Background: an optimization exercise with open tools, aiming at small area, a short achievable clock period and few clock cycles per item. Do not read the settings as production practice. The RTL was checked by simulation tests, not by an equivalence proof against the original design. Power and IR drop assume default switching activity.

==> inputs of exp/cedar <==
==> flow/design.v <==
module divider #(parameter size=32)
(
	input [size-1:0] dividend,
	input [size-1:0] divisor,
	input clk, reset, start,
	output [size-1:0] quotient,
	output [size-1:0] remainder,
	output error,
	output done
);
localparam [2:0] ST_IDLE = 3'd0, ST_ALIGN = 3'd1, ST_ITER = 3'd2,
                 ST_DONE = 3'd3, ST_ERR = 3'd4;
reg [2:0] state;
reg [31:0] rem_r, dvs_r, quo_r;
reg [4:0] cnt;
function [2:0] lz4(input [3:0] v);
	begin
		lz4[2] = ~|v;
		lz4[1] = ~|v[3:2];
		lz4[0] = v[3] ? 1'b0 : v[2] ? 1'b1 : ~v[1];
	end
endfunction
function [3:0] lz8(input [7:0] v);
	reg [2:0] h, l;
	begin
		h = lz4(v[7:4]);
		l = lz4(v[3:0]);
		lz8 = {h[2] & l[2], h[2], h[2] ? l[1:0] : h[1:0]};
	end
endfunction
function [4:0] lz16(input [15:0] v);
	reg [3:0] h, l;
	begin
		h = lz8(v[15:8]);
		l = lz8(v[7:0]);
		lz16 = {h[3] & l[3], h[3], h[3] ? l[2:0] : h[2:0]};
	end
endfunction
function [5:0] lz32(input [31:0] v);
	reg [4:0] h, l;
	begin
		h = lz16(v[31:16]);
		l = lz16(v[15:0]);
		lz32 = {h[4] & l[4], h[4], h[4] ? l[3:0] : h[3:0]};
	end
endfunction
wire [5:0] lz_a = lz32(dividend);
wire [5:0] lz_b = lz32(divisor);
wire [5:0] dsh  = {1'b0, lz_b[4:0]} - {1'b0, lz_a[4:0]};  
wire       b_zero = lz_b[5];
wire       q_zero = lz_a[5] | dsh[5];    
wire [32:0] diff = {1'b0, rem_r} - {1'b0, dvs_r};
wire        fits = ~diff[32];
always @(posedge clk) begin
	if (reset)
		state <= ST_IDLE;
	else case (state)
		ST_IDLE:  if (start) state <= b_zero ? ST_ERR : q_zero ? ST_DONE : ST_ALIGN;
		ST_ALIGN: state <= ST_ITER;
		ST_ITER:  if (cnt == 5'd0) state <= ST_DONE;
		default:  state <= ST_IDLE;
	endcase
end
always @(posedge clk) begin
	case (state)
	ST_IDLE: begin
		rem_r <= dividend;
		dvs_r <= divisor;
		quo_r <= 32'd0;
		cnt <= dsh[4:0];
	end
	ST_ALIGN:
		dvs_r <= dvs_r << cnt;
	ST_ITER: begin
		if (fits) rem_r <= diff[31:0];
		dvs_r <= dvs_r >> 1;
		quo_r <= {quo_r[30:0], fits};
		cnt <= cnt - 5'd1;
	end
	default: ;
	endcase
end
assign quotient  = quo_r;
assign remainder = rem_r;
assign error     = (state == ST_ERR);
assign done      = (state == ST_DONE) | (state == ST_ERR);
endmodule
==> flow/run.sh <==
#!/bin/bash
# synth_recipe.tcl (not shown) runs the flow's synth.tcl, then flattens the netlist and writes it again
# the make line also repeats each setting of config.mk as NAME=value (left out here)
make -C /OpenROAD-flow-scripts/flow DESIGN_CONFIG=/design/flow/config.mk WORK_HOME=/design/flow/orfs CLKGATE_MAP_FILE= SYNTH_SCRIPT=/design/flow/synth_recipe.tcl finish
==> flow/config.mk <==
export PLATFORM = sky130hd
export DESIGN_NAME = divider
export DESIGN_NICKNAME = divider
export VERILOG_FILES = /design/flow/design.v
export SDC_FILE = /design/flow/constraint.sdc
export NUM_CORES = 4
export LEC_CHECK = 0
export CAP_MARGIN = 20
export CORE_MARGIN = 2
export CORE_UTILIZATION = 40
export SLEW_MARGIN = 20
==> flow/constraint.sdc <==
create_clock -name core_clock -period 5.0 [get_ports {clk}]
set_input_delay 1.0000 -clock core_clock [delete_from_list [all_inputs] [get_ports {clk}]]
set_output_delay 1.0000 -clock core_clock [all_outputs]
set_load 0.01 [all_outputs]
==> exp/zinc (differences from exp/cedar) <==
==> flow/design.v, changed modules only <==
module controller
(
	input start, reset, clk,
	input divisor_is_zero, divisor_msb, cnt_is_zero, dvsr_less_than_dvnd,
	output done, error,
	output init, left, right, sub
);
reg out_init;
reg out_left;
reg out_right;
reg out_sub;
reg out_error;
reg out_done;
parameter [3-1:0]
	ST_WAIT_FOR_START = 3'd0,
	ST_CHECK_DIVIDE_BY_0 = 3'd1,
	ST_ERROR = 3'd2,
	ST_SHIFT_LEFT = 3'd3,
	ST_SHIFT_RIGHT = 3'd4,
	ST_NO_ERROR = 3'd5;
reg [3-1:0] state, next_state;  
always @(posedge clk) begin
	if(reset)
		state <= ST_WAIT_FOR_START;
	else
		state <= next_state;  
end
always @(*)
begin
	out_init = 1'b0;
	out_left = 1'b0;
	out_right = 1'b0;
	out_sub = 1'b0;
	out_done = 1'b0;
	out_error = 1'b0;
	case(state)
	ST_WAIT_FOR_START:
	begin
		if(start)
		begin
			next_state <= ST_CHECK_DIVIDE_BY_0;
			out_init  <= 1;
		end
		else 
			next_state <= ST_WAIT_FOR_START;
	end
	ST_CHECK_DIVIDE_BY_0:
	begin
		if(divisor_is_zero)
			next_state <= ST_ERROR;
		else
			next_state <= ST_SHIFT_LEFT;
	end
	ST_ERROR:
	begin
		out_done <= 1;
		out_error <= 1;
		next_state <= ST_WAIT_FOR_START;
	end
	ST_SHIFT_LEFT:
	begin
		if(divisor_msb)
			next_state <= ST_SHIFT_RIGHT;
		else
		begin
			next_state <= ST_SHIFT_LEFT;
			out_left <= 1;
		end
	end
	ST_SHIFT_RIGHT:
	begin
		if(cnt_is_zero)
		begin
			next_state <= ST_NO_ERROR;
			out_right <= 0;
		end
		else 
		begin
			if ((dvsr_less_than_dvnd))
				out_sub	<= 1;
			out_right <= 1;
			next_state <= ST_SHIFT_RIGHT;
		end
	end
	ST_NO_ERROR:	
	begin
		out_error <= 0;
		out_done <= 1;
		next_state <= ST_WAIT_FOR_START;
	end
	default:
		next_state = ST_WAIT_FOR_START;
	endcase
end
	assign init = out_init;
	assign left = out_left;
	assign right = out_right;
	assign sub = out_sub;
	assign error = out_error;
	assign done = out_done;
endmodule
module datapath #(parameter size = 32)
(
	input init, left, right, sub, reset, clk,
	input [size-1:0] divisor,
	input [size-1:0] dividend,
	output [size-1:0] quotient,
	output [size-1:0] remainder,
	output cnt_is_zero, divisor_msb, divisor_is_zero, dvsr_less_than_dvnd
);
reg [$clog2(size):0] cnt;
wire out_divisor_msb;
reg [size-1:0] out_divisor;
reg [size-1:0] out_dividend;
reg [size-1:0] out_quotient;
reg [size-1:0] out_remainder;
assign cnt_is_zero = (cnt==0)?1:0;
assign divisor_is_zero = (out_divisor==0)?1:0;
assign divisor_msb = out_divisor[31];
assign dvsr_less_than_dvnd = (out_divisor<=out_dividend)?1:0;
assign quotient = out_quotient;
assign remainder = out_dividend;
always @(posedge clk)  
begin
	if(init)  
		out_divisor <= divisor;
	else if(left)
		out_divisor <= out_divisor << 1;
	else if(right)
		out_divisor <= out_divisor >> 1;
end
always @(posedge clk)  
begin
	if(init)  
		out_dividend <= dividend;
	else if(sub)
		out_dividend <= out_dividend - out_divisor;
end
always @(posedge clk)  
begin
	if(init)
		out_quotient <= 0;
	else if (sub)
		out_quotient <= (out_quotient << 1) + 1;
	else if (right)
		out_quotient <= out_quotient << 1;
end
always @(posedge clk)  
begin
	if(init)
		cnt <= 1;
	else if(left)
		cnt <= cnt + 1;
	else if(right)
		cnt <= cnt - 1;
end
endmodule
module divider #(parameter size=32)
(
	input [size-1:0] dividend, 
	input [size-1:0] divisor,
	input clk, reset, start,
	output [size-1:0] quotient, 
	output [size-1:0] remainder, 
	output error, 
	output done
);
wire divisor_is_zero, divisor_msb, cnt_is_zero, dvsr_less_than_dvnd, init, left, right, sub;
controller Controller (
	.start(start),
	.reset(reset),
	.clk(clk),
	.divisor_is_zero(divisor_is_zero),
	.divisor_msb(divisor_msb),
	.cnt_is_zero(cnt_is_zero),
	.dvsr_less_than_dvnd(dvsr_less_than_dvnd),
	.init(init),
	.left(left),
	.right(right),
	.sub(sub),
	.done(done),
	.error(error)
);
datapath Datapath (
	.reset(reset),
	.clk(clk),
	.divisor_is_zero(divisor_is_zero),
	.divisor_msb(divisor_msb),
	.cnt_is_zero(cnt_is_zero),
	.dvsr_less_than_dvnd(dvsr_less_than_dvnd),
	.init(init),
	.left(left),
	.right(right),
	.sub(sub),
	.divisor(divisor),
	.dividend(dividend),
	.quotient(quotient),
	.remainder(remainder)
);
endmodule
==> exp/amber (differences from exp/cedar) <==
==> flow/design.v, changed modules only <==
module sub32 (input [31:0] a, input [31:0] b, output [31:0] d, output cout);
assign {cout, d} = {1'b1, a} - {1'b0, b};
endmodule
module divider #(parameter size=32)
(
	input [size-1:0] dividend,
	input [size-1:0] divisor,
	input clk, reset, start,
	output [size-1:0] quotient,
	output [size-1:0] remainder,
	output error,
	output done
);
localparam [2:0] ST_IDLE = 3'b000, ST_ALIGN = 3'b001, ST_ITER = 3'b010,
                 ST_DONE = 3'b100, ST_ERR = 3'b101;
reg [2:0] state;
reg [31:0] rem_r, dvs_r, quo_r;
reg [4:0] cnt;
reg [2:0] lza_r;
reg       brw_r;
function [2:0] lz4(input [3:0] v);
	begin
		lz4[2] = ~|v;
		lz4[1] = ~|v[3:2];
		lz4[0] = v[3] ? 1'b0 : v[2] ? 1'b1 : ~v[1];
	end
endfunction
function [3:0] lz8(input [7:0] v);
	reg [2:0] h, l;
	begin
		h = lz4(v[7:4]);
		l = lz4(v[3:0]);
		lz8 = {h[2] & l[2], h[2], h[2] ? l[1:0] : h[1:0]};
	end
endfunction
function [4:0] lz16(input [15:0] v);
	reg [3:0] h, l;
	begin
		h = lz8(v[15:8]);
		l = lz8(v[7:0]);
		lz16 = {h[3] & l[3], h[3], h[3] ? l[2:0] : h[2:0]};
	end
endfunction
function [5:0] lz32(input [31:0] v);
	reg [4:0] h, l;
	begin
		h = lz16(v[31:16]);
		l = lz16(v[15:0]);
		lz32 = {h[4] & l[4], h[4], h[4] ? l[3:0] : h[3:0]};
	end
endfunction
function [31:0] smear(input [31:0] v);
	reg [31:0] s;
	begin
		s = v | (v >> 1);
		s = s | (s >> 2);
		s = s | (s >> 4);
		s = s | (s >> 8);
		smear = s | (s >> 16);
	end
endfunction
wire [5:0] lz_a = lz32(dividend);
wire [5:0] lz_b = lz32(divisor);
wire [2:0] d_lo = {1'b0, lz_b[1:0]} - {1'b0, lz_a[1:0]};    
wire [2:0] hp = cnt[4:2] ^ ~lza_r;
wire [2:0] hg = cnt[4:2] & ~lza_r;
wire       hc0 = ~brw_r;
wire       hc1 = hg[0] | (hp[0] & hc0);
wire       hc2 = hg[1] | (hp[1] & hg[0]) | (hp[1] & hp[0] & hc0);
wire [4:0] dsh = {hp[2] ^ hc2, hp[1] ^ hc1, hp[0] ^ hc0, cnt[1:0]};  
wire       b_zero = ~|divisor;
wire       q_zero = |(divisor & ~smear(dividend));       
wire [31:0] diff;
wire        fits;     
sub32 u_sub (.a(rem_r), .b(dvs_r), .d(diff), .cout(fits));
wire in_idle  = (state == ST_IDLE);
wire in_align = (state == ST_ALIGN);
wire in_iter  = (state == ST_ITER);
always @(posedge clk) begin
	if (reset)
		state <= ST_IDLE;
	else case (state)
		ST_IDLE:  if (start) state <= b_zero ? ST_ERR : q_zero ? ST_DONE : ST_ALIGN;
		ST_ALIGN: state <= ST_ITER;
		ST_ITER:  if (cnt == 5'd31) state <= ST_DONE;
		default:  state <= ST_IDLE;
	endcase
end
always @(posedge clk) begin
	if (in_idle) begin
		dvs_r <= divisor;
		quo_r <= 32'd0;
		cnt   <= {lz_b[4:2], d_lo[1:0]};
	end else begin
		dvs_r <= in_align ? dvs_r << dsh : dvs_r >> 1;
		quo_r <= {quo_r[30:0], fits & in_iter};
		cnt   <= (in_align ? dsh : cnt) - 5'd1;    
	end
end
always @(posedge clk) begin
	lza_r <= lz_a[4:2];
	brw_r <= d_lo[2];
end
always @(posedge clk) begin
	if (in_idle)
		rem_r <= dividend;
	else if (in_iter & fits)
		rem_r <= diff;
end
assign quotient  = quo_r;
assign remainder = rem_r;
assign error     = state[2] & state[0];
assign done      = state[2];
endmodule
==> flow/flow/run.sh (new file) <==
#!/bin/bash
# Layout flow: the standard flow (standard.sh, unchanged synthesis and
# steps), except that the port buffers that global placement inserts are
# sky130_fd_sc_hd__buf_1 cells instead of the default choice. Every input and
# output port still gets its own buffer, and timing repair may resize them.
set -euo pipefail
bash standard.sh "BUFFER_PORTS_ARGS=-buffer_cell sky130_fd_sc_hd__buf_1" finish > standard.log 2>&1
==> flow/standard.sh (new file) <==
#!/bin/bash
# synth_recipe.tcl (not shown) runs the flow's synth.tcl, then flattens the netlist and writes it again
# the make line also repeats each setting of config.mk as NAME=value (left out here)
make -C /OpenROAD-flow-scripts/flow DESIGN_CONFIG=/design/flow/config.mk WORK_HOME=/design/flow/orfs CLKGATE_MAP_FILE= SYNTH_SCRIPT=/design/flow/synth_recipe.tcl "${@:-finish}"
ABC_AREA = 1   (was default)
CORE_UTILIZATION = 55   (was 40)
SETUP_SLACK_MARGIN = 2.5   (was default)
removed: flow/run.sh
==> comparison table <==
| quantity | exp/zinc | exp/amber | exp/cedar |
|---|---|---|---|
| Met2 global-route usage | 33.7% | 53.7% | 42.0% |
| Length in cells of the worst reg-to-reg path | 13 | 16 | 10 |
| Destination of the worst hold path | Datapath.out_quotient[31] | quo_r[2] | quo_r[29] |
| Area taken by multi-input logic gates | 3440 µm² | 5700 µm² | 5040 µm² |
| Non-clk buf share | 16.7% | 9.58% | 13.7% |
| Area post-placement | 7960 µm² | 9320 µm² | 10100 µm² |
| Leak pwr | 0.00314 µW | 0.00453 µW | 0.00411 µW |
| Status | finished clean | finished clean | finished clean |
| Simple-gate area share of the yosys netlist | 19.9% | 31.1% | 17.9% |
| First-pass iteration count of the detailed router | 5 | 6 | 8 |
| Number of filler cells placed in the layout | 1559 | 1534 | 2036 |
| Clk pwr share | 21.0% | 14.4% | 14.5% |
| WL/cell | 16.7 µm | 18.2 µm | 22.3 µm |
| Total power of the final layout | 3140 µW | 5250 µW | 5090 µW |
Testbench counts of exp/cedar, summed over its fixed seeds: cycles 20,476, items 2,400.
Testbench counts of exp/zinc, summed over its fixed seeds: cycles 90,540, items 2,400.
Testbench counts of exp/amber, summed over its fixed seeds: cycles 20,476, items 2,400.

port drivers added, routing unchanged:
How much do the figures lean on ideal ports? The routed layouts below were timed once more, with nothing changed but the port constraints.
Step 1: set_driving_cell puts a clkbuf_16 on clk and a buf_2 on each other input, an assumption about the parent block.
Step 2 also shifts input and output timing later by t, the mid clock arrival at the registers, as if the neighbouring blocks saw the same clock.
Slacks: ideal / step 1 / step 2; pairs: ideal / step 1.
| run | t (ns) | setup WS [ns] | worst setup path after step 2 | clock arrival spread, ns | worst slew at a driven data input, ns |
|---|---|---|---|---|---|
| exp/cedar | 0.412 | 0.633 / 0.656 / 0.244 | input to register | 0.011 / 0.010 | 0.05 |
| exp/zinc | 0.385 | 1.611 / 1.611 / 1.416 | input to register | 0.010 / 0.010 | 0.05 |
| exp/amber | 0.413 | 2.440 / 2.440 / 2.083 | input to register | 0.011 / 0.011 | 0.05 |
After both steps every run listed still meets setup and hold. The setup slack of exp/cedar, which loses most, moves by +0.023 ns with the drivers and by -0.389 ns with both steps.
